This design comes from an exercise in tuning for small area on the open sky130 flow, not from production work. Only simulation tests tie the RTL to the original design; equivalence was not proved.

==> 01-01: inputs <==
## acdma_top
module acdma_top (
  input  logic         clk,
  input  logic         rst,
  input  logic [127:0] data_in,
  output logic [127:0] decoded_out
);
Settings: LEC_CHECK=0, CAP_MARGIN=20, CORE_MARGIN=2, CORE_UTILIZATION=70, PLACE_DENSITY=0.8, SLEW_MARGIN=20, SYNTH_HIERARCHICAL=1, SYNTH_MINIMUM_KEEP_SIZE=0; clock period 4.0 ns.
standard.sh (not shown) runs the stock make flow with config.mk's settings and CLKGATE_MAP_FILE= SYNTH_SCRIPT=/design/flow/synth_recipe.tcl, a recipe that flattens the netlist after the stock synthesis.
==> flow/flow/run.sh <==
#!/bin/bash
# The standard layout, with the smallest buffer on every input and output port
# instead of the flow's default choice, and clock tree synthesis without dummy
# loads and with smaller clock buffers, then downsizing of gates off the
# critical paths after global routing (power recovery).  make's output goes to flow_make.log.
set -euo pipefail
export BUFFER_PORTS_ARGS="-buffer_cell sky130_fd_sc_hd__buf_1"
export CTS_ARGS="-sink_clustering_enable -repair_clock_nets -dont_use_dummy_load -buf_list {sky130_fd_sc_hd__clkbuf_8} -sink_clustering_size 20 -sink_clustering_max_diameter 60"
export RECOVER_POWER=100
bash standard.sh > flow_make.log 2>&1
==> inputs of 06-24, as changes to 01-01 <==
--- a/flow/design.v
+++ b/flow/design.v
@@ -332,224 +332,224 @@
     xd <= ys;
   end
   wire [4:0] xlo = xl;
   logic [7:0] sl, sh;
   logic clr_lo, clr_hi;
   assign clr_lo = (ph == 4'd4) | (ph == 4'd5);
   always_comb begin
     case (ph)
-      4'd0: sl = 8'h1e;
-      4'd1: sl = 8'h1e;
+      4'd0: sl = 8'he1;
+      4'd1: sl = 8'he1;
       4'd2: sl = 8'h00;
       4'd3: sl = 8'h00;
-      4'd4: sl = 8'h9c;
-      4'd5: sl = 8'h9c;
+      4'd4: sl = 8'h63;
+      4'd5: sl = 8'h63;
       4'd6: sl = 8'hc9;
       4'd7: sl = 8'hc9;
-      4'd8: sl = 8'h4b;
-      4'd9: sl = 8'h4b;
+      4'd8: sl = 8'hb4;
+      4'd9: sl = 8'hb4;
       4'd10: sl = 8'h55;
       4'd11: sl = 8'h55;
-      4'd12: sl = 8'h63;
-      4'd13: sl = 8'h63;
+      4'd12: sl = 8'h9c;
+      4'd13: sl = 8'h9c;
       4'd14: sl = 8'hc9;
       4'd15: sl = 8'hc9;
       default: sl = 8'h00;
     endcase
   end
   always_ff @(posedge clk) begin
     sh <= sl;
     clr_hi <= clr_lo;
   end
   logic [4:0] klo [0:7];
   logic [6:0] khi [0:7];
-  assign klo[0] = ph[0] ? 5'h0 : 5'h18;
-  assign khi[0] = ph[0] ? 7'h3 : 7'h0;
-  assign klo[1] = ph[0] ? 5'h1c : 5'h1c;
+  assign klo[0] = ph[0] ? 5'h1c : 5'h14;
+  assign khi[0] = ph[0] ? 7'h3 : 7'h7f;
+  assign klo[1] = ph[0] ? 5'h18 : 5'h18;
   assign khi[1] = ph[0] ? 7'h7f : 7'h7f;
-  assign klo[2] = ph[0] ? 5'h1c : 5'h1c;
+  assign klo[2] = ph[0] ? 5'h18 : 5'h18;
   assign khi[2] = ph[0] ? 7'h7f : 7'h7f;
-  assign klo[3] = ph[0] ? 5'h1c : 5'h1c;
+  assign klo[3] = ph[0] ? 5'h18 : 5'h18;
   assign khi[3] = ph[0] ? 7'h7f : 7'h7f;
-  assign klo[4] = ph[0] ? 5'h1c : 5'h1c;
+  assign klo[4] = ph[0] ? 5'h18 : 5'h18;
   assign khi[4] = ph[0] ? 7'h7f : 7'h7f;
-  assign klo[5] = ph[0] ? 5'h1c : 5'h1c;
+  assign klo[5] = ph[0] ? 5'h18 : 5'h18;
   assign khi[5] = ph[0] ? 7'h7f : 7'h7f;
-  assign klo[6] = ph[0] ? 5'h1c : 5'h1c;
+  assign klo[6] = ph[0] ? 5'h18 : 5'h18;
   assign khi[6] = ph[0] ? 7'h7f : 7'h7f;
-  assign klo[7] = ph[0] ? 5'h1c : 5'h1c;
+  assign klo[7] = ph[0] ? 5'h18 : 5'h18;
   assign khi[7] = ph[0] ? 7'h7f : 7'h7f;
   logic [11:0] ring [0:15];
   logic [7:0]  cy;
-  wire [4:0] la0 = clr_lo ? klo[0] : ring[0][4:0];
+  wire [4:0] la0 = ~(clr_lo ? klo[0] : ring[0][4:0]);
   wire [4:0] lb0 = xlo ^ {5{sl[0]}};
   wire [5:0] lc0;
   wire [4:0] ls0;
   assign lc0[0] = 1'b0;
   ha2 ul0_0 (.a(la0[0]), .b(lb0[0]), .s(ls0[0]), .co(lc0[1]));
   fa3 ul0_1 (.a(la0[1]), .b(lb0[1]), .c(lc0[1]), .s(ls0[1]), .co(lc0[2]));
   fa3 ul0_2 (.a(la0[2]), .b(lb0[2]), .c(lc0[2]), .s(ls0[2]), .co(lc0[3]));
   fa3 ul0_3 (.a(la0[3]), .b(lb0[3]), .c(lc0[3]), .s(ls0[3]), .co(lc0[4]));
   fa3 ul0_4 (.a(la0[4]), .b(lb0[4]), .c(lc0[4]), .s(ls0[4]), .co(lc0[5]));
-  wire [6:0] ha0 = clr_hi ? khi[0] : ring[1][11:5];
+  wire [6:0] ha0 = ~(clr_hi ? khi[0] : ring[1][11:5]);
   wire [6:0] hb0 = xd ^ {7{sh[0]}};
   wire [6:0] hc0;
   wire [6:0] hs0;
   assign hc0[0] = cy[0];
   fa3 uh0_0 (.a(ha0[0]), .b(hb0[0]), .c(hc0[0]), .s(hs0[0]), .co(hc0[1]));
   fa3 uh0_1 (.a(ha0[1]), .b(hb0[1]), .c(hc0[1]), .s(hs0[1]), .co(hc0[2]));
   fa3 uh0_2 (.a(ha0[2]), .b(hb0[2]), .c(hc0[2]), .s(hs0[2]), .co(hc0[3]));
   fa3 uh0_3 (.a(ha0[3]), .b(hb0[3]), .c(hc0[3]), .s(hs0[3]), .co(hc0[4]));
   fa3 uh0_4 (.a(ha0[4]), .b(hb0[4]), .c(hc0[4]), .s(hs0[4]), .co(hc0[5]));
   fa3 uh0_5 (.a(ha0[5]), .b(hb0[5]), .c(hc0[5]), .s(hs0[5]), .co(hc0[6]));
   assign hs0[6] = ha0[6] ^ hb0[6] ^ hc0[6];
-  wire [4:0] la1 = clr_lo ? klo[1] : ring[2][4:0];
+  wire [4:0] la1 = ~(clr_lo ? klo[1] : ring[2][4:0]);
   wire [4:0] lb1 = xlo ^ {5{sl[1]}};
   wire [5:0] lc1;
   wire [4:0] ls1;
   assign lc1[0] = 1'b0;
   ha2 ul1_0 (.a(la1[0]), .b(lb1[0]), .s(ls1[0]), .co(lc1[1]));
   fa3 ul1_1 (.a(la1[1]), .b(lb1[1]), .c(lc1[1]), .s(ls1[1]), .co(lc1[2]));
   fa3 ul1_2 (.a(la1[2]), .b(lb1[2]), .c(lc1[2]), .s(ls1[2]), .co(lc1[3]));
   fa3 ul1_3 (.a(la1[3]), .b(lb1[3]), .c(lc1[3]), .s(ls1[3]), .co(lc1[4]));
   fa3 ul1_4 (.a(la1[4]), .b(lb1[4]), .c(lc1[4]), .s(ls1[4]), .co(lc1[5]));
-  wire [6:0] ha1 = clr_hi ? khi[1] : ring[3][11:5];
+  wire [6:0] ha1 = ~(clr_hi ? khi[1] : ring[3][11:5]);
   wire [6:0] hb1 = xd ^ {7{sh[1]}};
   wire [6:0] hc1;
   wire [6:0] hs1;
   assign hc1[0] = cy[1];
   fa3 uh1_0 (.a(ha1[0]), .b(hb1[0]), .c(hc1[0]), .s(hs1[0]), .co(hc1[1]));
   fa3 uh1_1 (.a(ha1[1]), .b(hb1[1]), .c(hc1[1]), .s(hs1[1]), .co(hc1[2]));
   fa3 uh1_2 (.a(ha1[2]), .b(hb1[2]), .c(hc1[2]), .s(hs1[2]), .co(hc1[3]));
   fa3 uh1_3 (.a(ha1[3]), .b(hb1[3]), .c(hc1[3]), .s(hs1[3]), .co(hc1[4]));
   fa3 uh1_4 (.a(ha1[4]), .b(hb1[4]), .c(hc1[4]), .s(hs1[4]), .co(hc1[5]));
   fa3 uh1_5 (.a(ha1[5]), .b(hb1[5]), .c(hc1[5]), .s(hs1[5]), .co(hc1[6]));
   assign hs1[6] = ha1[6] ^ hb1[6] ^ hc1[6];
-  wire [4:0] la2 = clr_lo ? klo[2] : ring[4][4:0];
+  wire [4:0] la2 = ~(clr_lo ? klo[2] : ring[4][4:0]);
   wire [4:0] lb2 = xlo ^ {5{sl[2]}};
   wire [5:0] lc2;
   wire [4:0] ls2;
   assign lc2[0] = 1'b0;
   ha2 ul2_0 (.a(la2[0]), .b(lb2[0]), .s(ls2[0]), .co(lc2[1]));
   fa3 ul2_1 (.a(la2[1]), .b(lb2[1]), .c(lc2[1]), .s(ls2[1]), .co(lc2[2]));
   fa3 ul2_2 (.a(la2[2]), .b(lb2[2]), .c(lc2[2]), .s(ls2[2]), .co(lc2[3]));
   fa3 ul2_3 (.a(la2[3]), .b(lb2[3]), .c(lc2[3]), .s(ls2[3]), .co(lc2[4]));
   fa3 ul2_4 (.a(la2[4]), .b(lb2[4]), .c(lc2[4]), .s(ls2[4]), .co(lc2[5]));
-  wire [6:0] ha2 = clr_hi ? khi[2] : ring[5][11:5];
+  wire [6:0] ha2 = ~(clr_hi ? khi[2] : ring[5][11:5]);
   wire [6:0] hb2 = xd ^ {7{sh[2]}};
   wire [6:0] hc2;
   wire [6:0] hs2;
   assign hc2[0] = cy[2];
   fa3 uh2_0 (.a(ha2[0]), .b(hb2[0]), .c(hc2[0]), .s(hs2[0]), .co(hc2[1]));
   fa3 uh2_1 (.a(ha2[1]), .b(hb2[1]), .c(hc2[1]), .s(hs2[1]), .co(hc2[2]));
   fa3 uh2_2 (.a(ha2[2]), .b(hb2[2]), .c(hc2[2]), .s(hs2[2]), .co(hc2[3]));
   fa3 uh2_3 (.a(ha2[3]), .b(hb2[3]), .c(hc2[3]), .s(hs2[3]), .co(hc2[4]));
   fa3 uh2_4 (.a(ha2[4]), .b(hb2[4]), .c(hc2[4]), .s(hs2[4]), .co(hc2[5]));
   fa3 uh2_5 (.a(ha2[5]), .b(hb2[5]), .c(hc2[5]), .s(hs2[5]), .co(hc2[6]));
   assign hs2[6] = ha2[6] ^ hb2[6] ^ hc2[6];
-  wire [4:0] la3 = clr_lo ? klo[3] : ring[6][4:0];
+  wire [4:0] la3 = ~(clr_lo ? klo[3] : ring[6][4:0]);
   wire [4:0] lb3 = xlo ^ {5{sl[3]}};
   wire [5:0] lc3;
   wire [4:0] ls3;
   assign lc3[0] = 1'b0;
   ha2 ul3_0 (.a(la3[0]), .b(lb3[0]), .s(ls3[0]), .co(lc3[1]));
   fa3 ul3_1 (.a(la3[1]), .b(lb3[1]), .c(lc3[1]), .s(ls3[1]), .co(lc3[2]));
   fa3 ul3_2 (.a(la3[2]), .b(lb3[2]), .c(lc3[2]), .s(ls3[2]), .co(lc3[3]));
   fa3 ul3_3 (.a(la3[3]), .b(lb3[3]), .c(lc3[3]), .s(ls3[3]), .co(lc3[4]));
   fa3 ul3_4 (.a(la3[4]), .b(lb3[4]), .c(lc3[4]), .s(ls3[4]), .co(lc3[5]));
-  wire [6:0] ha3 = clr_hi ? khi[3] : ring[7][11:5];
+  wire [6:0] ha3 = ~(clr_hi ? khi[3] : ring[7][11:5]);
   wire [6:0] hb3 = xd ^ {7{sh[3]}};
   wire [6:0] hc3;
   wire [6:0] hs3;
   assign hc3[0] = cy[3];
   fa3 uh3_0 (.a(ha3[0]), .b(hb3[0]), .c(hc3[0]), .s(hs3[0]), .co(hc3[1]));
   fa3 uh3_1 (.a(ha3[1]), .b(hb3[1]), .c(hc3[1]), .s(hs3[1]), .co(hc3[2]));
   fa3 uh3_2 (.a(ha3[2]), .b(hb3[2]), .c(hc3[2]), .s(hs3[2]), .co(hc3[3]));
   fa3 uh3_3 (.a(ha3[3]), .b(hb3[3]), .c(hc3[3]), .s(hs3[3]), .co(hc3[4]));
   fa3 uh3_4 (.a(ha3[4]), .b(hb3[4]), .c(hc3[4]), .s(hs3[4]), .co(hc3[5]));
   fa3 uh3_5 (.a(ha3[5]), .b(hb3[5]), .c(hc3[5]), .s(hs3[5]), .co(hc3[6]));
   assign hs3[6] = ha3[6] ^ hb3[6] ^ hc3[6];
-  wire [4:0] la4 = clr_lo ? klo[4] : ring[8][4:0];
+  wire [4:0] la4 = ~(clr_lo ? klo[4] : ring[8][4:0]);
   wire [4:0] lb4 = xlo ^ {5{sl[4]}};
   wire [5:0] lc4;
   wire [4:0] ls4;
   assign lc4[0] = 1'b0;
   ha2 ul4_0 (.a(la4[0]), .b(lb4[0]), .s(ls4[0]), .co(lc4[1]));
   fa3 ul4_1 (.a(la4[1]), .b(lb4[1]), .c(lc4[1]), .s(ls4[1]), .co(lc4[2]));
   fa3 ul4_2 (.a(la4[2]), .b(lb4[2]), .c(lc4[2]), .s(ls4[2]), .co(lc4[3]));
   fa3 ul4_3 (.a(la4[3]), .b(lb4[3]), .c(lc4[3]), .s(ls4[3]), .co(lc4[4]));
   fa3 ul4_4 (.a(la4[4]), .b(lb4[4]), .c(lc4[4]), .s(ls4[4]), .co(lc4[5]));
-  wire [6:0] ha4 = clr_hi ? khi[4] : ring[9][11:5];
+  wire [6:0] ha4 = ~(clr_hi ? khi[4] : ring[9][11:5]);
   wire [6:0] hb4 = xd ^ {7{sh[4]}};
   wire [6:0] hc4;
   wire [6:0] hs4;
   assign hc4[0] = cy[4];
   fa3 uh4_0 (.a(ha4[0]), .b(hb4[0]), .c(hc4[0]), .s(hs4[0]), .co(hc4[1]));
   fa3 uh4_1 (.a(ha4[1]), .b(hb4[1]), .c(hc4[1]), .s(hs4[1]), .co(hc4[2]));
   fa3 uh4_2 (.a(ha4[2]), .b(hb4[2]), .c(hc4[2]), .s(hs4[2]), .co(hc4[3]));
   fa3 uh4_3 (.a(ha4[3]), .b(hb4[3]), .c(hc4[3]), .s(hs4[3]), .co(hc4[4]));
   fa3 uh4_4 (.a(ha4[4]), .b(hb4[4]), .c(hc4[4]), .s(hs4[4]), .co(hc4[5]));
   fa3 uh4_5 (.a(ha4[5]), .b(hb4[5]), .c(hc4[5]), .s(hs4[5]), .co(hc4[6]));
   assign hs4[6] = ha4[6] ^ hb4[6] ^ hc4[6];
-  wire [4:0] la5 = clr_lo ? klo[5] : ring[10][4:0];
+  wire [4:0] la5 = ~(clr_lo ? klo[5] : ring[10][4:0]);
   wire [4:0] lb5 = xlo ^ {5{sl[5]}};
   wire [5:0] lc5;
   wire [4:0] ls5;
   assign lc5[0] = 1'b0;
   ha2 ul5_0 (.a(la5[0]), .b(lb5[0]), .s(ls5[0]), .co(lc5[1]));
   fa3 ul5_1 (.a(la5[1]), .b(lb5[1]), .c(lc5[1]), .s(ls5[1]), .co(lc5[2]));
   fa3 ul5_2 (.a(la5[2]), .b(lb5[2]), .c(lc5[2]), .s(ls5[2]), .co(lc5[3]));
   fa3 ul5_3 (.a(la5[3]), .b(lb5[3]), .c(lc5[3]), .s(ls5[3]), .co(lc5[4]));
   fa3 ul5_4 (.a(la5[4]), .b(lb5[4]), .c(lc5[4]), .s(ls5[4]), .co(lc5[5]));
-  wire [6:0] ha5 = clr_hi ? khi[5] : ring[11][11:5];
+  wire [6:0] ha5 = ~(clr_hi ? khi[5] : ring[11][11:5]);
   wire [6:0] hb5 = xd ^ {7{sh[5]}};
   wire [6:0] hc5;
   wire [6:0] hs5;
   assign hc5[0] = cy[5];
   fa3 uh5_0 (.a(ha5[0]), .b(hb5[0]), .c(hc5[0]), .s(hs5[0]), .co(hc5[1]));
   fa3 uh5_1 (.a(ha5[1]), .b(hb5[1]), .c(hc5[1]), .s(hs5[1]), .co(hc5[2]));
   fa3 uh5_2 (.a(ha5[2]), .b(hb5[2]), .c(hc5[2]), .s(hs5[2]), .co(hc5[3]));
   fa3 uh5_3 (.a(ha5[3]), .b(hb5[3]), .c(hc5[3]), .s(hs5[3]), .co(hc5[4]));
   fa3 uh5_4 (.a(ha5[4]), .b(hb5[4]), .c(hc5[4]), .s(hs5[4]), .co(hc5[5]));
   fa3 uh5_5 (.a(ha5[5]), .b(hb5[5]), .c(hc5[5]), .s(hs5[5]), .co(hc5[6]));
   assign hs5[6] = ha5[6] ^ hb5[6] ^ hc5[6];
-  wire [4:0] la6 = clr_lo ? klo[6] : ring[12][4:0];
+  wire [4:0] la6 = ~(clr_lo ? klo[6] : ring[12][4:0]);
   wire [4:0] lb6 = xlo ^ {5{sl[6]}};
   wire [5:0] lc6;
   wire [4:0] ls6;
   assign lc6[0] = 1'b0;
   ha2 ul6_0 (.a(la6[0]), .b(lb6[0]), .s(ls6[0]), .co(lc6[1]));
   fa3 ul6_1 (.a(la6[1]), .b(lb6[1]), .c(lc6[1]), .s(ls6[1]), .co(lc6[2]));
   fa3 ul6_2 (.a(la6[2]), .b(lb6[2]), .c(lc6[2]), .s(ls6[2]), .co(lc6[3]));
   fa3 ul6_3 (.a(la6[3]), .b(lb6[3]), .c(lc6[3]), .s(ls6[3]), .co(lc6[4]));
   fa3 ul6_4 (.a(la6[4]), .b(lb6[4]), .c(lc6[4]), .s(ls6[4]), .co(lc6[5]));
-  wire [6:0] ha6 = clr_hi ? khi[6] : ring[13][11:5];
+  wire [6:0] ha6 = ~(clr_hi ? khi[6] : ring[13][11:5]);
   wire [6:0] hb6 = xd ^ {7{sh[6]}};
   wire [6:0] hc6;
   wire [6:0] hs6;
   assign hc6[0] = cy[6];
   fa3 uh6_0 (.a(ha6[0]), .b(hb6[0]), .c(hc6[0]), .s(hs6[0]), .co(hc6[1]));
   fa3 uh6_1 (.a(ha6[1]), .b(hb6[1]), .c(hc6[1]), .s(hs6[1]), .co(hc6[2]));
   fa3 uh6_2 (.a(ha6[2]), .b(hb6[2]), .c(hc6[2]), .s(hs6[2]), .co(hc6[3]));
   fa3 uh6_3 (.a(ha6[3]), .b(hb6[3]), .c(hc6[3]), .s(hs6[3]), .co(hc6[4]));
   fa3 uh6_4 (.a(ha6[4]), .b(hb6[4]), .c(hc6[4]), .s(hs6[4]), .co(hc6[5]));
   fa3 uh6_5 (.a(ha6[5]), .b(hb6[5]), .c(hc6[5]), .s(hs6[5]), .co(hc6[6]));
   assign hs6[6] = ha6[6] ^ hb6[6] ^ hc6[6];
-  wire [4:0] la7 = clr_lo ? klo[7] : ring[14][4:0];
+  wire [4:0] la7 = ~(clr_lo ? klo[7] : ring[14][4:0]);
   wire [4:0] lb7 = xlo ^ {5{sl[7]}};
   wire [5:0] lc7;
   wire [4:0] ls7;
   assign lc7[0] = 1'b0;
   ha2 ul7_0 (.a(la7[0]), .b(lb7[0]), .s(ls7[0]), .co(lc7[1]));
   fa3 ul7_1 (.a(la7[1]), .b(lb7[1]), .c(lc7[1]), .s(ls7[1]), .co(lc7[2]));
   fa3 ul7_2 (.a(la7[2]), .b(lb7[2]), .c(lc7[2]), .s(ls7[2]), .co(lc7[3]));
   fa3 ul7_3 (.a(la7[3]), .b(lb7[3]), .c(lc7[3]), .s(ls7[3]), .co(lc7[4]));
   fa3 ul7_4 (.a(la7[4]), .b(lb7[4]), .c(lc7[4]), .s(ls7[4]), .co(lc7[5]));
-  wire [6:0] ha7 = clr_hi ? khi[7] : ring[15][11:5];
+  wire [6:0] ha7 = ~(clr_hi ? khi[7] : ring[15][11:5]);
   wire [6:0] hb7 = xd ^ {7{sh[7]}};
   wire [6:0] hc7;
   wire [6:0] hs7;
   assign hc7[0] = cy[7];
   fa3 uh7_0 (.a(ha7[0]), .b(hb7[0]), .c(hc7[0]), .s(hs7[0]), .co(hc7[1]));
   fa3 uh7_1 (.a(ha7[1]), .b(hb7[1]), .c(hc7[1]), .s(hs7[1]), .co(hc7[2]));
   fa3 uh7_2 (.a(ha7[2]), .b(hb7[2]), .c(hc7[2]), .s(hs7[2]), .co(hc7[3]));
   fa3 uh7_3 (.a(ha7[3]), .b(hb7[3]), .c(hc7[3]), .s(hs7[3]), .co(hc7[4]));
==> notes.md <==
status=no timing/DRC/antenna violations; multi-input combinational cell area=0.007624 sq mm; total number of vias=7565; Placed Cells=1502; Total Routing Usage GR=0.2543; Synth Area in XOR/XNOR=0.1454; area grow syn2layout=3.241%; first-pass GRT wire length=43.13 mm
(the above is from 01-01)
==> notes.md <==
status=no timing/DRC/antenna violations; Synth Area in XOR/XNOR=0.1475; multi-input combinational cell area=0.007457 sq mm; Total Routing Usage GR=0.2595; first-pass GRT wire length=43.55 mm
(the above is from 06-24)

==> what the ideal ports hide <==
The results above use ideal ports. As a check the final layouts listed here were re-extracted and re-timed, cells and wires unchanged. Step 1 (the two cells are an assumption about what drives the block):
set clk [get_ports {clk}]
set_driving_cell -lib_cell sky130_fd_sc_hd__clkbuf_16 $clk
set_driving_cell -lib_cell sky130_fd_sc_hd__buf_2 [delete_from_list [all_inputs] $clk]
Step 2 adds t to the input delays and takes it off the output delays; t is the mean of the earliest and latest rising clock arrival at the registers after step 1. Input paths then give back, and output paths get back, about the clock's delay inside the block. a / b / c = no drivers / after step 1 / after step 2; a / b = the first two.
run	t (ns)	setup slack, ns	hold slack, ns	worst setup path at the end	worst slew at a driven data input, ns
01-01	0.546	0.167 / 0.167 / 0.167	0.327 / 0.327 / 0.327	register to register	0.05
06-24	0.555	0.250 / 0.250 / 0.231	0.282 / 0.282 / 0.282	input to register	0.05
After both steps every run listed still meets setup and hold. For 06-24, which loses most, drivers alone change the setup slack by 0.000 ns; drivers and shift together by -0.019 ns.
